Background: an optimization exercise with open tools, aiming at small area and a short achievable clock period. Do not read the settings as production practice.
Where RTL was checked, it was by simulation tests only, not by an equivalence proof against the original.

==> harbor <==
==> flow/design.v <==
module arb_rr(input clk, rst_n, input [7:0] request, output reg [7:0] grant);
reg [2:0] token_cs;
reg       granted_r;
reg [7:0] grant_ns;
reg [2:0] token_ns;
reg       grant_ro;
reg [2:0] idx;
integer k;
always @* begin
   grant_ns = 8'b0;
   grant_ro = 1'b0;
   token_ns = token_cs;
   idx      = 3'd0;
   for(k = 7; k >= 0; k = k - 1) begin
      idx = token_cs + k[2:0];
      if(request[idx]) begin
         grant_ns      = 8'b0;
         grant_ns[idx] = 1'b1;
         token_ns      = idx;
         grant_ro      = 1'b1;
      end
   end
   if(!grant_ro && granted_r)
      token_ns = token_cs + 3'd1;
end
always @(posedge clk, negedge rst_n)
   if(!rst_n) begin
      token_cs  <= 3'd0;
      granted_r <= 1'b0;
      grant     <= 8'b0;
   end
   else begin
      token_cs  <= token_ns;
      granted_r <= grant_ro;
      grant     <= grant_ns;
   end
endmodule
module fifo(output full, empty, ready, output reg [6:0] head, tail,
   output reg [7:0] cnt, output do_push_o, output reg pushed_last, pushed_last2,
   output [127:0] tap,
   input [31:0] wdata, input [3:0] wgrp,
   input push, pop, reset_n, clock);
parameter WIDTH = 32;
parameter DEPTH = 128;
wire do_pop  = pop && !empty;
wire do_push = push && !full;
assign do_push_o = do_push;
assign full = (cnt == DEPTH);
assign empty = (cnt == 0);
assign ready = !empty;
always @(posedge clock, negedge reset_n) begin
   if(!reset_n) begin
      head <= 0;
      tail <= 0;
      cnt <= 0;
      pushed_last <= 0;
      pushed_last2 <= 0;
   end
   else begin
      pushed_last <= do_push;
      pushed_last2 <= pushed_last;
      if(do_pop)
         tail <= tail + 1;
      if(do_push)
         head <= head + 1;
      if(do_push && !do_pop)
         cnt <= cnt + 1;
      else if(do_pop && !do_push)
         cnt <= cnt - 1;
   end
end
reg [31:0] wd_r;
reg [3:0] wg_r;
always @(posedge clock) wd_r <= wdata;
always @(posedge clock, negedge reset_n)
   if(!reset_n) wg_r <= 4'd0;
   else wg_r <= wgrp;
genvar g;
generate for(g = 0; g < 4; g = g + 1) begin: grp
   reg [32*32-1:0] sr;
   always @(posedge clock)
      sr <= {sr[31*32-1:0], wg_r[g] ? wd_r : sr[32*32-1:31*32]};
   assign tap[g*32 +: 32] = sr[31:0];
end
endgenerate
endmodule
module portin(input clock, reset_n, frame_n, valid_n, di, granted,
   input push_ok,            
   input [6:0] slot,         
   input [4:0] ph,           
   output reg [3:0] addr, output vld,
   output [31:0] gdata,      
   output [31:0] d0, d1,     
   output act0, act1,        
   output [2:0] tj0, tj1,    
   output [1:0] tg0, tg1);   
reg [2:0] cnta;
reg [3:0] inc_addr;
reg [31:0] b0, b1;
reg rb, pb, vld_r;
reg [1:0] pend;
reg [6:0] ts0, ts1;
reg [2:0] j0, j1;
assign vld = vld_r && !granted;
assign gdata = pb ? b1 : b0;
assign d0 = b0;
assign d1 = b1;
assign act0 = pend[0] && (ts0[4:0] == ph + 5'd1);
assign act1 = pend[1] && (ts1[4:0] == ph + 5'd1);
assign tj0 = j0;
assign tj1 = j1;
assign tg0 = ts0[6:5];
assign tg1 = ts1[6:5];
always @(posedge clock)
   if(reset_n && frame_n && !valid_n)
      addr <= inc_addr;
always @(posedge clock) begin
   if(!valid_n && !rb) b0 <= {di, b0[31:1]};
   if(!valid_n &&  rb) b1 <= {di, b1[31:1]};
end
always @(posedge clock, negedge reset_n)
   if(!reset_n) begin
      cnta <= 0;
      inc_addr <= 0;
      rb <= 0;
      pb <= 0;
      vld_r <= 0;
   end
   else begin
      if(!frame_n && valid_n) begin
         if(!cnta[2]) begin
            inc_addr[cnta[1:0]] <= di;
            cnta <= cnta + 1;
         end
      end
      else if(frame_n && !valid_n) begin
         vld_r <= 1;
         cnta <= 0;
         pb <= rb;
         rb <= !rb;
      end
      if(granted)
         vld_r <= 0;
   end
always @(posedge clock, negedge reset_n)
   if(!reset_n) begin
      pend <= 2'b00;
      ts0 <= 0; ts1 <= 0;
      j0 <= 0; j1 <= 0;
   end
   else begin
      if(act0) pend[0] <= 1'b0;
      if(act1) pend[1] <= 1'b0;
      if(granted && push_ok) begin
         pend[pb] <= 1'b1;
         if(pb) begin ts1 <= slot; j1 <= addr[2:0]; end
         else   begin ts0 <= slot; j0 <= addr[2:0]; end
      end
   end
endmodule
module portout(input [31:0] gdata, input [127:0] tap,
   input [7:0] cnt, input [6:0] tail, input do_push, pushed_last, pushed_last2,
   input [4:0] ph,
   input rdy, clock, reset_n, output reg frameo_n, valido_n, dout, pop);
reg [5:0] count;
reg  state;
reg  cb;
reg [31:0] bk0, bk1;
parameter WAIT = 1'b0, READ_PAYLOAD = 1'b1;
wire first = (state == READ_PAYLOAD) && (count == 6'd0);
wire [7:0] d = first ? cnt - 8'd1 : cnt;
wire [6:0] nsl = first ? tail + 7'd1 : tail;
wire ex = d > {6'd0, pushed_last} + {6'd0, pushed_last2};
wire ser = ex && (ph == nsl[4:0] + 5'd1);
reg par;
wire [31:0] sdata = tap[nsl[6:5]*32 +: 32];
wire [31:0] cdata = par ? gdata : sdata;
wire [31:0] sbank = cb ? bk0 : bk1;
always @(posedge clock, negedge reset_n)
   if(!reset_n) par <= 1'b0;
   else par <= do_push && (d == 8'd0);
always @(posedge clock) begin
   if((par || ser) && !cb) bk0 <= cdata;
   if((par || ser) &&  cb) bk1 <= cdata;
end
always @(posedge clock, negedge reset_n)
begin
   if(!reset_n) begin
      dout <= 0;
      frameo_n <= 1;
      valido_n <= 1;
      pop <= 0;
      count <= 0;
      cb <= 0;
      state <= WAIT;
   end
   else
      case(state)
      WAIT:
         if(rdy) begin
            pop <= 1;
            cb <= !cb;
            state <= READ_PAYLOAD;
         end
         else begin
            pop <= 0;
            dout <= 0;
            frameo_n <= 1;
            valido_n <= 1;
            count <= 0;
            state <= WAIT;
         end
      READ_PAYLOAD:
         if(count <= 31) begin
            pop <= 0;
            dout <= sbank[count[4:0]];
            count <= count + 1;
            frameo_n <= 0;
            valido_n <= 0;
            state <= READ_PAYLOAD;
         end
         else begin
            pop <= 0;
            dout <= 0;
            count <= 0;
            frameo_n <= 1;
            valido_n <= 1;
            state <= WAIT;
         end
      endcase
end
endmodule
module switch_fabric(input [255:0] din, input [31:0] addr,
   input [7:0] grant, output [31:0] gbus, output [7:0] push,
   input [511:0] sdata, input [15:0] act, input [47:0] tj, input [31:0] tg,
   output reg [255:0] wdata, output reg [31:0] wgrp);
reg [31:0] gp;
reg [3:0] ga;
integer i, j, g;
always @* begin
   gp = 32'h0;
   ga = 4'h0;
   for(i = 0; i < 8; i = i + 1)
      if(grant[i]) begin
         gp = gp | din[i*32 +: 32];
         ga = ga | addr[i*4 +: 4];
      end
   if(grant == 8'h0)
      ga = 4'b1000;
end
assign gbus = gp;
genvar k;
generate for(k = 0; k < 8; k = k + 1) begin: pd
   assign push[k] = (ga == k);
end
endgenerate
always @* begin
   wdata = 256'h0;
   wgrp = 32'h0;
   for(j = 0; j < 8; j = j + 1)
      for(i = 0; i < 16; i = i + 1)
         if(act[i] && tj[i*3 +: 3] == j) begin
            wdata[j*32 +: 32] = wdata[j*32 +: 32] | sdata[i*32 +: 32];
            for(g = 0; g < 4; g = g + 1)
               if(tg[i*2 +: 2] == g)
                  wgrp[j*4 + g] = 1'b1;
         end
end
endmodule
module router(input clock,  reset_n, input [7:0]frame_n, valid_n, di,
   output [7:0] dout, valido_n, frameo_n);
reg [4:0] ph;
always @(posedge clock, negedge reset_n)
   if(!reset_n) ph <= 5'd0;
   else ph <= ph + 5'd1;
wire [255:0] gdata_from_portin;
wire [31:0] addr_from_portin;
wire [7:0] vld_from_portin;
wire [511:0] sdata;
wire [15:0] act;
wire [47:0] tj;
wire [31:0] tg;
wire [7:0] grant_from_arbiter;
wire [31:0] gbus;
wire [7:0] push_from_switch;
wire [255:0] wdata;
wire [31:0] wgrp;
wire [7:0] ready_from_fifo, full_from_fifo, do_push, pushed_last, pushed_last2;
wire [6:0] head [7:0];
wire [6:0] tail [7:0];
wire [7:0] cnt [7:0];
wire [127:0] tap [7:0];
wire [7:0] pop_from_portout;
reg [6:0] gslot;
integer q;
always @* begin
   gslot = 7'd0;
   for(q = 0; q < 8; q = q + 1)
      if(push_from_switch[q]) gslot = gslot | head[q];
end
wire push_ok = |do_push;
reg [31:0] gbus_r;
always @(posedge clock) gbus_r <= gbus;
arb_rr arbiter(.clk(clock), .rst_n(reset_n), .request(vld_from_portin), .grant(grant_from_arbiter));
switch_fabric switch_fabric(.din(gdata_from_portin), .addr(addr_from_portin), .grant(grant_from_arbiter),
   .gbus(gbus), .push(push_from_switch),
   .sdata(sdata), .act(act), .tj(tj), .tg(tg), .wdata(wdata), .wgrp(wgrp));
genvar i;
generate for(i=0;i<8;i=i+1) begin: inst
   portin portin(.clock(clock), .reset_n(reset_n), .frame_n(frame_n[i]),
      .valid_n(valid_n[i]), .di(di[i]), .granted(grant_from_arbiter[i]),
      .push_ok(push_ok), .slot(gslot), .ph(ph),
      .addr(addr_from_portin[i*4 +: 4]), .vld(vld_from_portin[i]),
      .gdata(gdata_from_portin[i*32 +: 32]),
      .d0(sdata[(2*i)*32 +: 32]), .d1(sdata[(2*i+1)*32 +: 32]),
      .act0(act[2*i]), .act1(act[2*i+1]),
      .tj0(tj[(2*i)*3 +: 3]), .tj1(tj[(2*i+1)*3 +: 3]),
      .tg0(tg[(2*i)*2 +: 2]), .tg1(tg[(2*i+1)*2 +: 2]));
   fifo fifo(.clock(clock), .reset_n(reset_n),
      .push(push_from_switch[i]), .pop(pop_from_portout[i]),
      .full(full_from_fifo[i]), .empty(), .ready(ready_from_fifo[i]),
      .head(head[i]), .tail(tail[i]), .cnt(cnt[i]),
      .do_push_o(do_push[i]), .pushed_last(pushed_last[i]), .pushed_last2(pushed_last2[i]),
      .tap(tap[i]), .wdata(wdata[i*32 +: 32]), .wgrp(wgrp[i*4 +: 4]));
   portout portout(.gdata(gbus_r), .tap(tap[i]), .cnt(cnt[i]), .tail(tail[i]),
      .do_push(do_push[i]), .pushed_last(pushed_last[i]), .pushed_last2(pushed_last2[i]), .ph(ph),
      .rdy(ready_from_fifo[i]),
      .clock(clock), .reset_n(reset_n), .frameo_n(frameo_n[i]),
      .valido_n(valido_n[i]), .dout(dout[i]), .pop(pop_from_portout[i]));
   end
endgenerate
endmodule
==> flow/run.sh <==
#!/bin/bash
# synth_recipe.tcl (not shown) runs the flow's synth.tcl, then flattens the netlist and writes it again
# the make line also repeats each setting of config.mk as NAME=value (left out here)
make -C /OpenROAD-flow-scripts/flow DESIGN_CONFIG=/design/flow/config.mk WORK_HOME=/design/flow/orfs CLKGATE_MAP_FILE= SYNTH_SCRIPT=/design/flow/synth_recipe.tcl finish
==> flow/config.mk <==
export PLATFORM = sky130hd
export DESIGN_NAME = router
export DESIGN_NICKNAME = router
export VERILOG_FILES = /design/flow/design.v
export SDC_FILE = /design/flow/constraint.sdc
export NUM_CORES = 8
export LEC_CHECK = 0
export CAP_MARGIN = 20
export CORE_MARGIN = 2
export CORE_UTILIZATION = 65
export SLEW_MARGIN = 20
==> flow/constraint.sdc <==
create_clock -name core_clock -period 5.5 [get_ports {clock}]
set_input_delay 1.1000 -clock core_clock [delete_from_list [all_inputs] [get_ports {clock}]]
set_output_delay 1.1000 -clock core_clock [all_outputs]
set_load 0.01 [all_outputs]
==> umber (differences from harbor) <==
--- a/flow/design.v
+++ b/flow/design.v
@@ -1,3 +1,4 @@
-module arb_rr(input clk, rst_n, input [7:0] request, output reg [7:0] grant);
+module arb_rr(input clk, rst_n, input [7:0] request, input [63:0] tgt,
+   output reg [7:0] grant, output reg [7:0] push);
 reg [2:0] token_cs;
 reg       granted_r;
@@ -6,4 +7,5 @@
 reg       grant_ro;
 reg [2:0] idx;
+reg [7:0] push_ns;
 integer k;
 always @* begin
@@ -23,4 +25,8 @@
    if(!grant_ro && granted_r)
       token_ns = token_cs + 3'd1;
+   push_ns = 8'b0;
+   for(k = 0; k < 8; k = k + 1)
+      if(grant_ns[k])
+         push_ns = push_ns | tgt[k*8 +: 8];
 end
 always @(posedge clk, negedge rst_n)
@@ -29,4 +35,5 @@
       granted_r <= 1'b0;
       grant     <= 8'b0;
+      push      <= 8'b0;
    end
    else begin
@@ -34,8 +41,10 @@
       granted_r <= grant_ro;
       grant     <= grant_ns;
+      push      <= push_ns;
    end
 endmodule
 module fifo(output full, empty, ready, output reg [6:0] head, tail,
-   output reg [7:0] cnt, output do_push_o, output reg pushed_last, pushed_last2,
+   output reg [7:0] cnt, output do_push_o, do_pop_o, output reg pushed_last,
+   output slot_next,
    output [127:0] tap,
    input [31:0] wdata, input [3:0] wgrp,
@@ -46,7 +55,10 @@
 wire do_push = push && !full;
 assign do_push_o = do_push;
-assign full = (cnt == DEPTH);
+assign do_pop_o = do_pop;
+assign full = cnt[7];
 assign empty = (cnt == 0);
 assign ready = !empty;
+reg [4:0] hd;
+assign slot_next = (hd == 5'd1);
 always @(posedge clock, negedge reset_n) begin
    if(!reset_n) begin
@@ -54,10 +66,10 @@
       tail <= 0;
       cnt <= 0;
+      hd <= 0;
       pushed_last <= 0;
-      pushed_last2 <= 0;
    end
    else begin
       pushed_last <= do_push;
-      pushed_last2 <= pushed_last;
+      hd <= do_push ? hd : hd - 5'd1;
       if(do_pop)
          tail <= tail + 1;
@@ -70,15 +82,9 @@
    end
 end
-reg [31:0] wd_r;
-reg [3:0] wg_r;
-always @(posedge clock) wd_r <= wdata;
-always @(posedge clock, negedge reset_n)
-   if(!reset_n) wg_r <= 4'd0;
-   else wg_r <= wgrp;
 genvar g;
 generate for(g = 0; g < 4; g = g + 1) begin: grp
    reg [32*32-1:0] sr;
    always @(posedge clock)
-      sr <= {sr[31*32-1:0], wg_r[g] ? wd_r : sr[32*32-1:31*32]};
+      sr <= {sr[31*32-1:0], wgrp[g] ? wdata : sr[32*32-1:31*32]};
    assign tap[g*32 +: 32] = sr[31:0];
 end
@@ -88,6 +94,8 @@
    input push_ok,            
    input [6:0] slot,         
+   input slot_now,           
    input [4:0] ph,           
-   output reg [3:0] addr, output vld,
+   output reg [7:0] tgt,     
+   output vld,
    output [31:0] gdata,      
    output [31:0] d0, d1,     
@@ -99,5 +107,5 @@
 reg [31:0] b0, b1;
 reg rb, pb, vld_r;
-reg [1:0] pend;
+reg [1:0] pend, actr;
 reg [6:0] ts0, ts1;
 reg [2:0] j0, j1;
@@ -106,13 +114,15 @@
 assign d0 = b0;
 assign d1 = b1;
-assign act0 = pend[0] && (ts0[4:0] == ph + 5'd1);
-assign act1 = pend[1] && (ts1[4:0] == ph + 5'd1);
+assign act0 = actr[0];
+assign act1 = actr[1];
 assign tj0 = j0;
 assign tj1 = j1;
 assign tg0 = ts0[6:5];
 assign tg1 = ts1[6:5];
+wire [2:0] tenc = {|tgt[7:4], tgt[7] | tgt[6] | tgt[3] | tgt[2],
+                   tgt[7] | tgt[5] | tgt[3] | tgt[1]};
 always @(posedge clock)
    if(reset_n && frame_n && !valid_n)
-      addr <= inc_addr;
+      tgt <= inc_addr[3] ? 8'd0 : (8'd1 << inc_addr[2:0]);
 always @(posedge clock) begin
    if(!valid_n && !rb) b0 <= {di, b0[31:1]};
@@ -143,41 +153,42 @@
          vld_r <= 0;
    end
+wire set0 = granted && push_ok && !pb;
+wire set1 = granted && push_ok &&  pb;
 always @(posedge clock, negedge reset_n)
    if(!reset_n) begin
       pend <= 2'b00;
-      ts0 <= 0; ts1 <= 0;
-      j0 <= 0; j1 <= 0;
+      actr <= 2'b00;
    end
    else begin
-      if(act0) pend[0] <= 1'b0;
-      if(act1) pend[1] <= 1'b0;
-      if(granted && push_ok) begin
-         pend[pb] <= 1'b1;
-         if(pb) begin ts1 <= slot; j1 <= addr[2:0]; end
-         else   begin ts0 <= slot; j0 <= addr[2:0]; end
-      end
+      pend[0] <= set0 || (pend[0] && !actr[0]);
+      pend[1] <= set1 || (pend[1] && !actr[1]);
+      actr[0] <= set0 ? slot_now : (pend[0] && !actr[0] && ts0[4:0] == ph + 5'd1);
+      actr[1] <= set1 ? slot_now : (pend[1] && !actr[1] && ts1[4:0] == ph + 5'd1);
    end
+always @(posedge clock) begin
+   if(set0) begin ts0 <= slot; j0 <= tenc; end
+   if(set1) begin ts1 <= slot; j1 <= tenc; end
+end
 endmodule
 module portout(input [31:0] gdata, input [127:0] tap,
-   input [7:0] cnt, input [6:0] tail, input do_push, pushed_last, pushed_last2,
-   input [4:0] ph,
+   input [7:0] cnt, input [6:0] tail, input do_push, do_pop, pushed_last,
    input rdy, clock, reset_n, output reg frameo_n, valido_n, dout, pop);
 reg [5:0] count;
 reg  state;
 reg  cb;
+reg  par;
+reg [4:0] dt;      
 reg [31:0] bk0, bk1;
 parameter WAIT = 1'b0, READ_PAYLOAD = 1'b1;
 wire first = (state == READ_PAYLOAD) && (count == 6'd0);
-wire [7:0] d = first ? cnt - 8'd1 : cnt;
+wire c0 = (cnt == 8'd0);
+wire c1 = (cnt == 8'd1);
+wire c2 = (cnt == 8'd2);
+wire ex = first ? !(c0 || c1 || (c2 && pushed_last)) : !(c0 || (c1 && pushed_last));
+wire ser = ex && (first ? (dt == 5'd30) : (dt == 5'd31));
 wire [6:0] nsl = first ? tail + 7'd1 : tail;
-wire ex = d > {6'd0, pushed_last} + {6'd0, pushed_last2};
-wire ser = ex && (ph == nsl[4:0] + 5'd1);
-reg par;
 wire [31:0] sdata = tap[nsl[6:5]*32 +: 32];
 wire [31:0] cdata = par ? gdata : sdata;
 wire [31:0] sbank = cb ? bk0 : bk1;
-always @(posedge clock, negedge reset_n)
-   if(!reset_n) par <= 1'b0;
-   else par <= do_push && (d == 8'd0);
 always @(posedge clock) begin
    if((par || ser) && !cb) bk0 <= cdata;
@@ -185,4 +196,13 @@
 end
 always @(posedge clock, negedge reset_n)
+   if(!reset_n) begin
+      par <= 1'b0;
+      dt <= 5'd0;
+   end
+   else begin
+      par <= do_push && (first ? c1 : c0);
+      dt <= do_pop ? dt : dt - 5'd1;
+   end
+always @(posedge clock, negedge reset_n)
 begin
    if(!reset_n) begin
@@ -231,28 +251,16 @@
 end
 endmodule
-module switch_fabric(input [255:0] din, input [31:0] addr,
-   input [7:0] grant, output [31:0] gbus, output [7:0] push,
+module switch_fabric(input [255:0] din, input [7:0] grant, output [31:0] gbus,
    input [511:0] sdata, input [15:0] act, input [47:0] tj, input [31:0] tg,
    output reg [255:0] wdata, output reg [31:0] wgrp);
 reg [31:0] gp;
-reg [3:0] ga;
 integer i, j, g;
 always @* begin
    gp = 32'h0;
-   ga = 4'h0;
    for(i = 0; i < 8; i = i + 1)
-      if(grant[i]) begin
+      if(grant[i])
          gp = gp | din[i*32 +: 32];
-         ga = ga | addr[i*4 +: 4];
-      end
-   if(grant == 8'h0)
-      ga = 4'b1000;
 end
 assign gbus = gp;
-genvar k;
-generate for(k = 0; k < 8; k = k + 1) begin: pd
-   assign push[k] = (ga == k);
-end
-endgenerate
 always @* begin
    wdata = 256'h0;
@@ -275,5 +283,5 @@
    else ph <= ph + 5'd1;
 wire [255:0] gdata_from_portin;
-wire [31:0] addr_from_portin;
+wire [63:0] tgt_from_portin;
 wire [7:0] vld_from_portin;
 wire [511:0] sdata;
@@ -281,10 +289,9 @@
 wire [47:0] tj;
 wire [31:0] tg;
-wire [7:0] grant_from_arbiter;
+wire [7:0] grant_from_arbiter, push_from_arbiter;
 wire [31:0] gbus;
-wire [7:0] push_from_switch;
 wire [255:0] wdata;
 wire [31:0] wgrp;
-wire [7:0] ready_from_fifo, full_from_fifo, do_push, pushed_last, pushed_last2;
+wire [7:0] ready_from_fifo, full_from_fifo, do_push, do_pop, pushed_last, slot_next;
 wire [6:0] head [7:0];
 wire [6:0] tail [7:0];
@@ -293,16 +300,21 @@
 wire [7:0] pop_from_portout;
 reg [6:0] gslot;
+reg gnow;
 integer q;
 always @* begin
    gslot = 7'd0;
+   gnow = 1'b0;
    for(q = 0; q < 8; q = q + 1)
-      if(push_from_switch[q]) gslot = gslot | head[q];
+      if(push_from_arbiter[q]) begin
+         gslot = gslot | head[q];
+         gnow = gnow | slot_next[q];
+      end
 end
 wire push_ok = |do_push;
 reg [31:0] gbus_r;
 always @(posedge clock) gbus_r <= gbus;
-arb_rr arbiter(.clk(clock), .rst_n(reset_n), .request(vld_from_portin), .grant(grant_from_arbiter));
-switch_fabric switch_fabric(.din(gdata_from_portin), .addr(addr_from_portin), .grant(grant_from_arbiter),
-   .gbus(gbus), .push(push_from_switch),
+arb_rr arbiter(.clk(clock), .rst_n(reset_n), .request(vld_from_portin),
+   .tgt(tgt_from_portin), .grant(grant_from_arbiter), .push(push_from_arbiter));
+switch_fabric switch_fabric(.din(gdata_from_portin), .grant(grant_from_arbiter), .gbus(gbus),
    .sdata(sdata), .act(act), .tj(tj), .tg(tg), .wdata(wdata), .wgrp(wgrp));
 genvar i;
@@ -310,6 +322,6 @@
    portin portin(.clock(clock), .reset_n(reset_n), .frame_n(frame_n[i]),
       .valid_n(valid_n[i]), .di(di[i]), .granted(grant_from_arbiter[i]),
-      .push_ok(push_ok), .slot(gslot), .ph(ph),
-      .addr(addr_from_portin[i*4 +: 4]), .vld(vld_from_portin[i]),
+      .push_ok(push_ok), .slot(gslot), .slot_now(gnow), .ph(ph),
+      .tgt(tgt_from_portin[i*8 +: 8]), .vld(vld_from_portin[i]),
       .gdata(gdata_from_portin[i*32 +: 32]),
       .d0(sdata[(2*i)*32 +: 32]), .d1(sdata[(2*i+1)*32 +: 32]),
@@ -318,11 +330,12 @@
       .tg0(tg[(2*i)*2 +: 2]), .tg1(tg[(2*i+1)*2 +: 2]));
    fifo fifo(.clock(clock), .reset_n(reset_n),
-      .push(push_from_switch[i]), .pop(pop_from_portout[i]),
+      .push(push_from_arbiter[i]), .pop(pop_from_portout[i]),
       .full(full_from_fifo[i]), .empty(), .ready(ready_from_fifo[i]),
       .head(head[i]), .tail(tail[i]), .cnt(cnt[i]),
-      .do_push_o(do_push[i]), .pushed_last(pushed_last[i]), .pushed_last2(pushed_last2[i]),
+      .do_push_o(do_push[i]), .do_pop_o(do_pop[i]), .pushed_last(pushed_last[i]),
+      .slot_next(slot_next[i]),
       .tap(tap[i]), .wdata(wdata[i*32 +: 32]), .wgrp(wgrp[i*4 +: 4]));
    portout portout(.gdata(gbus_r), .tap(tap[i]), .cnt(cnt[i]), .tail(tail[i]),
-      .do_push(do_push[i]), .pushed_last(pushed_last[i]), .pushed_last2(pushed_last2[i]), .ph(ph),
+      .do_push(do_push[i]), .do_pop(do_pop[i]), .pushed_last(pushed_last[i]),
       .rdy(ready_from_fifo[i]),
       .clock(clock), .reset_n(reset_n), .frameo_n(frameo_n[i]),
CORE_UTILIZATION = 55   (was 65)
CTS_CLUSTER_DIAMETER = 60   (was default)
CTS_CLUSTER_SIZE = 24   (was default)
SETUP_SLACK_MARGIN = 2.0   (was default)
==> qor summary <==
| item | harbor | umber |
|---|---|---|
| Post-CTS setup-driven buffer insertion count | 0 | 50 |
| Number of distinct library cell variants in the gate-level netlist after synthesis | 111 | 94 |
| Number of CTS-inserted buffers | 2906 | 1831 |
| Per-instance average area after synthesis | 17.8 um^2 | 17.2 um^2 |
| Synth Instances | 44100 | 45200 |
| Portion of netlist area occupied by mux cells | 3.75% | 2.08% |
| Synth Area in Compound Gates | 2.79% | 3.53% |
| H-tree level count | 8 | 7 |
| Fraction of post-synthesis cell area in the top cell type by area | 84.3% | 84.4% |
| Simple-gate portion of the synthesized area | 1.65% | 2.09% |
| Vertical extent of the die | 1100 um | 1190 um |
| Run status | aborted with a tool error | no timing/DRC/antenna violations |
| Last stage reached | 4_1_cts | - |
| Seq/Total Area, Yosys | 90.3% | 90.8% |
| DIE WIDTH | 1100 um | 1190 um |
| Number of synthesized flops with an enable pin | 1056 | 1248 |
| Syn nets | 44300 | 45400 |
| Cells resized by post-CTS repair | 1 | 165 |
| Weighted congestion at the end of routability-driven global placement | 1.09 | 0.975 |
| Post-detail-place hpwl | 1230000 um | 1100000 um |
| Asr flop ratio synth | 1.71% | 1.44% |
| Netlist area before placement | 785000 um^2 | 778000 um^2 |
No functional check of the RTL was part of harbor.

port drivers added, routing unchanged:
The results above use ideal ports. As a check the final layout listed here was re-extracted and re-timed, cells and wires unchanged. Step 1 sets driving cells, clkbuf_16 on the clock port and buf_2 on the other inputs (assumed; they add their load-dependent delay and slew). Step 2 also shifts input and output timing later by t, the mid clock arrival at the registers, as if the neighbouring blocks saw the same clock. a / b / c = ideal ports / drivers / drivers and shift; a / b = the first two.
run: umber
t (ns): 1.575
slack for setup (ns): 1.862 / 1.739 / 1.628
hold slack, ns: 0.151 / 0.053 / 0.226
worst setup path after step 2: input to register
worst data-port slew with drivers (ns): 0.28
After both steps setup and hold are still met in umber. The setup slack of umber moves by -0.123 ns with the drivers and by -0.234 ns with both steps.
